From an optimization exercise on the open Yosys and OpenROAD flow, aimed at small area, a short achievable clock period and few clock cycles per item; shortcuts taken in it are not production practice. The RTL was checked by simulation tests, not by an equivalence proof against the original design. Power and IR drop assume default switching activity.

Design sorting_top, start of the top module:
module sorting_top #(
    parameter N = 8,
    parameter L = 4
)(
    input wire clk,
    input wire rst,
    input wire Rd,
    input wire WrInit,
    input wire [L-1:0] RAddr,
    input wire [N-1:0] DataIn,
    input wire start,
    output wire [N-1:0] DataOut,
    output wire done
);
    localparam K = 16;
    reg [N-1:0] r [0:K-1];    
    reg [L-1:0] o;            
    reg [N-1:0] rdat;         
    reg         busy;
    reg         done_r;
    wire go  = start & ~busy;
    wire wr  = WrInit & ~start & ~busy;
    wire rot = go | busy;     
    function automatic gt8(input [N-1:0] a, input [N-1:0] b);
        integer n;
        reg c;
        begin
            c = 1'b0;
            for (n = 0; n < N; n = n + 1)
                c = (a[n] & ~b[n]) | ((a[n] | ~b[n]) & c);
            gt8 = c;
        end
    endfunction
    wire [K/2-1:0] sw;
    genvar j, b;
    generate
        for (j = 0; j < K/2; j = j + 1) begin : g_ce
            assign sw[j] = rot && (o != 2*j+1) && gt8(r[2*j], r[2*j+1]);
        end
    endgenerate
    wire [N-1:0] nx [0:K-1];
    generate
        for (j = 0; j < K; j = j + 1) begin : g_slot
  ...
Size in the first run: ~860 cells after synthesis, about 140 flip-flops, roughly 26 I/O pins, roughly 0.0074 mm^2 of cells after synthesis.
clock: 5.0 ns
lec_check: 0
cap_margin: 20
core_margin: 2
core_utilization: 40
cts_buf_list: sky130_fd_sc_hd__clkbuf_8
cts_cluster_diameter: 60
cts_cluster_size: 20
setup_slack_margin: 2.5
slew_margin: 20
synth_hierarchical: 1
synth_minimum_keep_size: 0
standard.sh (not shown) runs the stock make flow with config.mk's settings and CLKGATE_MAP_FILE= SYNTH_SCRIPT=/design/flow/synth_recipe.tcl, a recipe that flattens the netlist after the stock synthesis.
==> flow/flow/run.sh <==
#!/bin/bash
# The standard layout (the standard.sh, standard synthesis unchanged),
# with clock tree synthesis told not to add dummy load cells.
set -euo pipefail
CTS="-sink_clustering_enable -repair_clock_nets -dont_use_dummy_load"
CTS="$CTS -buf_list sky130_fd_sc_hd__clkbuf_8 -sink_clustering_size 20 -sink_clustering_max_diameter 60"
bash standard.sh "CTS_ARGS=$CTS" finish > standard_finish.log 2>&1
The starting point completed without violations.
Testbench counts at the start, summed over its fixed seeds: cycles 4,616, sorts 96.
Next try:
==> flow/flow/run.sh (replaced) <==
#!/bin/bash
# The standard layout (the standard.sh, standard synthesis unchanged),
# with clock tree synthesis told not to add dummy load cells.
set -euo pipefail
CTS="-sink_clustering_enable -repair_clock_nets -dont_use_dummy_load"
CTS="$CTS -buf_list sky130_fd_sc_hd__clkbuf_4 -sink_clustering_size 12 -sink_clustering_max_diameter 50"
bash standard.sh "CTS_ARGS=$CTS" finish > standard_finish.log 2>&1
--- a/flow/config.mk
+++ b/flow/config.mk
@@ -9,8 +9,8 @@
 export CORE_MARGIN = 2
 export CORE_UTILIZATION = 40
-export CTS_BUF_LIST = sky130_fd_sc_hd__clkbuf_8
-export CTS_CLUSTER_DIAMETER = 60
-export CTS_CLUSTER_SIZE = 20
-export SETUP_SLACK_MARGIN = 2.5
+export CTS_BUF_LIST = sky130_fd_sc_hd__clkbuf_4
+export CTS_CLUSTER_DIAMETER = 50
+export CTS_CLUSTER_SIZE = 12
+export SETUP_SLACK_MARGIN = 2.6
 export SLEW_MARGIN = 20
 export SYNTH_HIERARCHICAL = 1
Effect:
- cell count is higher by about 1%
- area after synthesis does not change
- global-route usage decreases by 0.21 points
- synthesized cell count is unchanged
- die area stays the same
- setup slack improves by 0.014 ns
- first-iteration DRC count went up by about 14%
- total power went down by 6.5%
- routed wire length stays flat
- final area rose by 2.7%

* * *

== indigo ==
Starting RTL as in the previous note.
export LEC_CHECK = 0
export CAP_MARGIN = 20
export CORE_MARGIN = 2
export CORE_UTILIZATION = 40
export CTS_BUF_LIST = sky130_fd_sc_hd__clkbuf_8
export CTS_CLUSTER_DIAMETER = 60
export CTS_CLUSTER_SIZE = 20
export SETUP_SLACK_MARGIN = 2.6
export SLEW_MARGIN = 20
export SYNTH_HIERARCHICAL = 1
export SYNTH_MINIMUM_KEEP_SIZE = 0
create_clock -name core_clock -period 5.0 [get_ports {clk}]
==> flow/flow/run.sh <==
#!/bin/bash
# The standard layout (the standard.sh, standard synthesis unchanged),
# with clock tree synthesis told not to add dummy load cells.
set -euo pipefail
CTS="-sink_clustering_enable -repair_clock_nets -dont_use_dummy_load"
CTS="$CTS -buf_list sky130_fd_sc_hd__clkbuf_8 -sink_clustering_size 20 -sink_clustering_max_diameter 60"
bash standard.sh "CTS_ARGS=$CTS" finish > standard_finish.log 2>&1
Testbench counts of indigo, summed over its fixed seeds: cycles 4,616, sorts 96.
What harbor does differently from indigo at the input level:
==> flow/run.sh (new file) <==
#!/bin/bash
# synth_recipe.tcl (not shown) runs the flow's synth.tcl, then flattens the netlist and writes it again
# the make line also repeats each setting of config.mk as NAME=value (left out here)
make -C /OpenROAD-flow-scripts/flow DESIGN_CONFIG=/design/flow/config.mk WORK_HOME=/design/flow/orfs CLKGATE_MAP_FILE= SYNTH_SCRIPT=/design/flow/synth_recipe.tcl finish
removed: flow/flow/run.sh
removed: flow/standard.sh
Notes after the runs:
- From indigo to harbor, placed standard-cell area did not move at all.
- Between indigo and harbor, the difference in worst setup slack is negligible.
- Between indigo and harbor, the difference in initial antenna violation count is negligible.
- harbor against indigo: detailed placer's ending HPWL stayed essentially flat; post-cts gate resize count lower; net switching power grew by about 11%; routed wire length has decreased.
## Diff of input files: tundra against harbor
Settings: TNS_END_PERCENT now 5, previously not set.
Iteration-0 DRC count of the detailed router of tundra falls short of that of harbor by a few percent.
tundra ended up with a higher relative slew slack than harbor did.
Wire: tundra routes less than harbor
Combinational share of power sits higher in tundra than in harbor.
Comparing tundra and harbor, area used by multi-input combinational logic is higher on harbor.
As far as die area goes, tundra and harbor are indistinguishable; the numbers are identical.
Between tundra and harbor, it is tundra whose final worst-path setup slack is lower, by 96 ps.
Between tundra and harbor, the part of the cycle the worst path needs is higher for tundra.

[separate check: timing with driven ports]
The flow's constraints put no driver on any port. The routed layouts listed below were extracted and timed again, unchanged, in two steps. Step 1, drivers: a clkbuf_16 drives clk and a buf_2 each remaining input, both assumed. Step 2 moves the port delays by t, midway between the first and last clock arrival at a register: inputs arrive t later, outputs are due t later. That takes back most of the time a late clock gives input paths. Slacks: ideal / step 1 / step 2; pairs: ideal / step 1.
run	t, ns	setup slack, ns	latest minus earliest clock arrival (ns)	worst data-port slew with drivers (ns)	cell pins on the clock port's net
the first run of note 1	0.490	2.527 / 2.550 / 2.060	0.034 / 0.034	0.04	1
the second run of note 1	0.587	2.541 / 2.541 / 2.001	0.031 / 0.031	0.03	1
indigo	0.483	2.608 / 2.582 / 2.141	0.021 / 0.020	0.03	1
harbor	0.497	2.606 / 2.582 / 2.120	0.013 / 0.013	0.03	1
tundra	0.514	2.510 / 2.523 / 2.009	0.016 / 0.015	0.03	1
After both steps setup and hold are still met in every run listed. For the second run of note 1, which loses most, drivers alone change the setup slack by 0.000 ns; drivers and shift together by -0.540 ns.
